This is an optimization exercise on Yosys and OpenROAD, whose aim is small area, a short achievable clock period and few clock cycles, not a production implementation. At most, simulation tests tie the RTL to the original design; equivalence was not proved.

==> inputs of 04-01 <==
Design top_mac, start of the top module:
module top_mac(rst, clk, stf, x, a, n, s, eof, i, y);
	input rst, clk, stf;
	input [17:0] x;
	input [35:0] a;
	input [5:0] n;
	input [5:0] s;
	output eof;
	output [5:0] i;
	output [17:0] y;
	localparam [59:0] M1 = 60'h095ffffffffffff;
	reg busy_q, run_q;
	reg [5:0] i_q;
	reg [59:0] q0;
	wire [59:0] q1, d0, d1, r;
	wire en = busy_q | stf;
	wire keep = busy_q | (run_q & ~stf);
	mult_generic mod_mult (.x(x), .a(a), .en(en), .keep(keep), .q0(q0), .q1(q1), .d0(d0), .d1(d1));
	always @(posedge clk)
		q0 <= d0;
	genvar g;
	generate
		for (g = 0; g < 60; g = g + 1) begin : acc1
			if (M1[g]) begin : ff
				reg b;
				always @(posedge clk)
					b <= d1[g];
				assign q1[g] = b;
			end else begin : zero
				assign q1[g] = 1'b0;
			end
		end
	endgenerate
	always @(posedge clk, posedge rst) begin
		if (rst) begin
			busy_q <= 1'b0;
			run_q <= 1'b0;
			i_q <= 6'd0;
		end else begin
			run_q <= 1'b1;
			if (!busy_q) begin
				if (stf && n != 6'd0) begin
					busy_q <= 1'b1;
					i_q <= n;
				end
			end else if (i_q == 6'd1) begin
				busy_q <= 1'b0;
				i_q <= 6'd0;
			end else begin
				i_q <= i_q - 6'd1;
			end
		end
	end
	sum_generic mod_sum (.q(q0), .p(q1), .s(r));
	ajuste mod_ajuste (.r(r), .s(s), .y(y));
	assign eof = ~busy_q;
	assign i = i_q;
endmodule
Settings: LEC_CHECK=0, ABC_CLOCK_PERIOD_IN_PS=5000, CAP_MARGIN=20, CORE_MARGIN=2, CORE_UTILIZATION=40, PLACE_DENSITY=0.45, SETUP_SLACK_MARGIN=3.5, SLEW_MARGIN=20; clock period 9.0 ns.
standard.sh (not shown) runs the stock make flow with config.mk's settings and CLKGATE_MAP_FILE= SYNTH_SCRIPT=/design/flow/synth_recipe.tcl, a recipe that flattens the netlist after the stock synthesis.
==> flow/flow/run.sh <==
#!/bin/bash
# Layout flow: the standard flow, with every input and output port buffered by a
# sky130_fd_sc_hd__buf_4 (which the resizer may then size) instead of the buffer that
# buffer_ports picks by itself.
set -euo pipefail
export BUFFER_PORTS_ARGS="-buffer_cell sky130_fd_sc_hd__buf_4"
bash standard.sh > standard_flow.log 2>&1
==> inputs of 07-07, as changes to 04-01 <==
ABC_AREA = 1   (was not set)
ABC_CLOCK_PERIOD_IN_PS = not set   (was 5000)
==> comparison <==
Of 07-07 and 04-01, 04-01 has the higher critical path depth (gap 2). Of 07-07 and 04-01, 04-01 has the higher via count (gap 3.6%, measured against 04-01). Of 07-07 and 04-01, 04-01 has the higher routed wire length (gap about 5%, measured against 04-01). In 04-01 the register-to-register slack is lower than in 07-07, by 0.33 ns. Synthesized cell count: 04-01 is lower than 07-07 (about 4%).
Testbench counts of 04-01, summed over its fixed seeds: cycles 32,262.
Testbench counts of 07-07, summed over its fixed seeds: cycles 32,262.

==> inputs of job 6379 <==
top_mac, a different RTL version from the one above (not shown whole).
## top_mac
module top_mac(rst, clk, stf, x, a, n, s, eof, i, y);
	input rst, clk, stf;
	input [17:0] x;
	input [35:0] a;
	input [5:0] n;
	input [5:0] s;
	output eof;
	output [5:0] i;
	output [17:0] y;
	localparam [59:0] M1 = 60'h095ffffffffffff;
	reg busy_q, run_q;
	reg [5:0] i_q;
	reg [59:0] q0;
	wire [59:0] q1, d0, d1, r;
	wire en = busy_q | stf;
	wire keep = busy_q | (run_q & ~stf);
	mult_generic mod_mult (.x(x), .a(a), .en(en), .keep(keep), .q0(q0), .q1(q1), .d0(d0), .d1(d1));
	always @(posedge clk)
		q0 <= d0;
	genvar g;
	generate
		for (g = 0; g < 60; g = g + 1) begin : acc1
			if (M1[g]) begin : ff
				reg b;
				always @(posedge clk)
					b <= d1[g];
				assign q1[g] = b;
			end else begin : zero
				assign q1[g] = 1'b0;
			end
		end
	endgenerate
	always @(posedge clk, posedge rst) begin
		if (rst) begin
			busy_q <= 1'b0;
			run_q <= 1'b0;
			i_q <= 6'd0;
		end else begin
			run_q <= 1'b1;
			if (!busy_q) begin
				if (stf && n != 6'd0) begin
					busy_q <= 1'b1;
					i_q <= n;
				end
			end else if (i_q == 6'd1) begin
				busy_q <= 1'b0;
				i_q <= 6'd0;
			end else begin
				i_q <= i_q - 6'd1;
			end
		end
	end
	sum_generic mod_sum (.q(q0), .p(q1), .s(r));
	ajuste mod_ajuste (.r(r), .s(s), .y(y));
	assign eof = ~busy_q;
	assign i = i_q;
endmodule
clock: 9.0 ns
lec_check: 0
abc_clock_period_in_ps: 5000
cap_margin: 20
core_margin: 2
core_utilization: 40
place_density: 0.45
setup_slack_margin: 3.5
slew_margin: 20
run.sh (not shown) runs the stock make flow with config.mk's settings and CLKGATE_MAP_FILE= SYNTH_SCRIPT=/design/flow/synth_recipe.tcl, a recipe that flattens the netlist after the stock synthesis.
Stock flow here: none of the scripts above is used.
==> job 1726 (differences from job 6379) <==
==> flow/flow/run.sh (new file) <==
#!/bin/bash
# Layout flow: the standard flow, with every input and output port buffered by a
# sky130_fd_sc_hd__buf_4 (which the resizer may then size) instead of the buffer that
# buffer_ports picks by itself.
set -euo pipefail
export BUFFER_PORTS_ARGS="-buffer_cell sky130_fd_sc_hd__buf_4"
bash standard.sh > standard_flow.log 2>&1
==> flow/standard.sh (new file) <==
#!/bin/bash
# synth_recipe.tcl (not shown) runs the flow's synth.tcl, then flattens the netlist and writes it again
# the make line also repeats each setting of config.mk as NAME=value (left out here)
make -C /OpenROAD-flow-scripts/flow DESIGN_CONFIG=/design/flow/config.mk WORK_HOME=/design/flow/orfs CLKGATE_MAP_FILE= SYNTH_SCRIPT=/design/flow/synth_recipe.tcl "${@:-finish}"
Settings changed: ABC_AREA set to 1, ABC_CLOCK_PERIOD_IN_PS 5000 to unset.
removed: flow/run.sh
==> results_dict.tcl <==
set metrics [dict create \
    max_stage_delay_ps 510 \
    die_w_um 236 \
    vias 17500 \
    slew_headroom 0.215 \
    clock_latency_ps 490 \
    syn_area_um2 21500 \
    cts_setup_buffers 32 \
    synth-simple-area-share 0.0794 \
    met3_wirelength_mm 6.63 \
    status "no timing/DRC/antenna violations" \
    multiInputGateArea_um2 18400 \
]
Source of the figures above: job 6379

==> results_dict.tcl <==
set metrics [dict create \
    status "no timing/DRC/antenna violations" \
    cts_setup_buffers 11 \
    clock_latency_ps 500 \
    max_stage_delay_ps 470 \
    met3_wirelength_mm 6.91 \
    multiInputGateArea_um2 17800 \
    synth-simple-area-share 0.114 \
    vias 18100 \
    die_w_um 233 \
    slew_headroom 0.445 \
    syn_area_um2 21000 \
]
Source of the figures above: job 1726

No functional check of the RTL was part of any run of this note.

## separate check: timing with driven ports
No port has a modelled driver above. Below, the same layouts with a new extraction and two added sets of constraints. Step 1 assumes that a clkbuf_16 drives the clock port and a buf_2 every other input. Step 2 also shifts input and output timing later by t, the mid clock arrival at the registers, as if the neighbouring blocks saw the same clock. Slacks: ideal / step 1 / step 2; pairs: ideal / step 1.
run | shift t [ns] | slack for setup (ns) | worst setup path after step 2 | clock arrival spread, ns
04-01 | 0.546 | 2.726 / 2.656 / 2.772 | input to output | 0.019 / 0.019
07-07 | 0.550 | 3.527 / 3.534 / 3.009 | input to register | 0.020 / 0.020
job 6379 | 0.547 | 2.360 / 2.297 / 2.410 | input to output | 0.022 / 0.022
job 1726 | 0.552 | 3.160 / 3.099 / 3.073 | input to register | 0.021 / 0.020
After both steps setup and hold are still met in every run listed. The setup slack of 07-07, which loses most, moves by +0.007 ns with the drivers and by -0.518 ns with both steps.
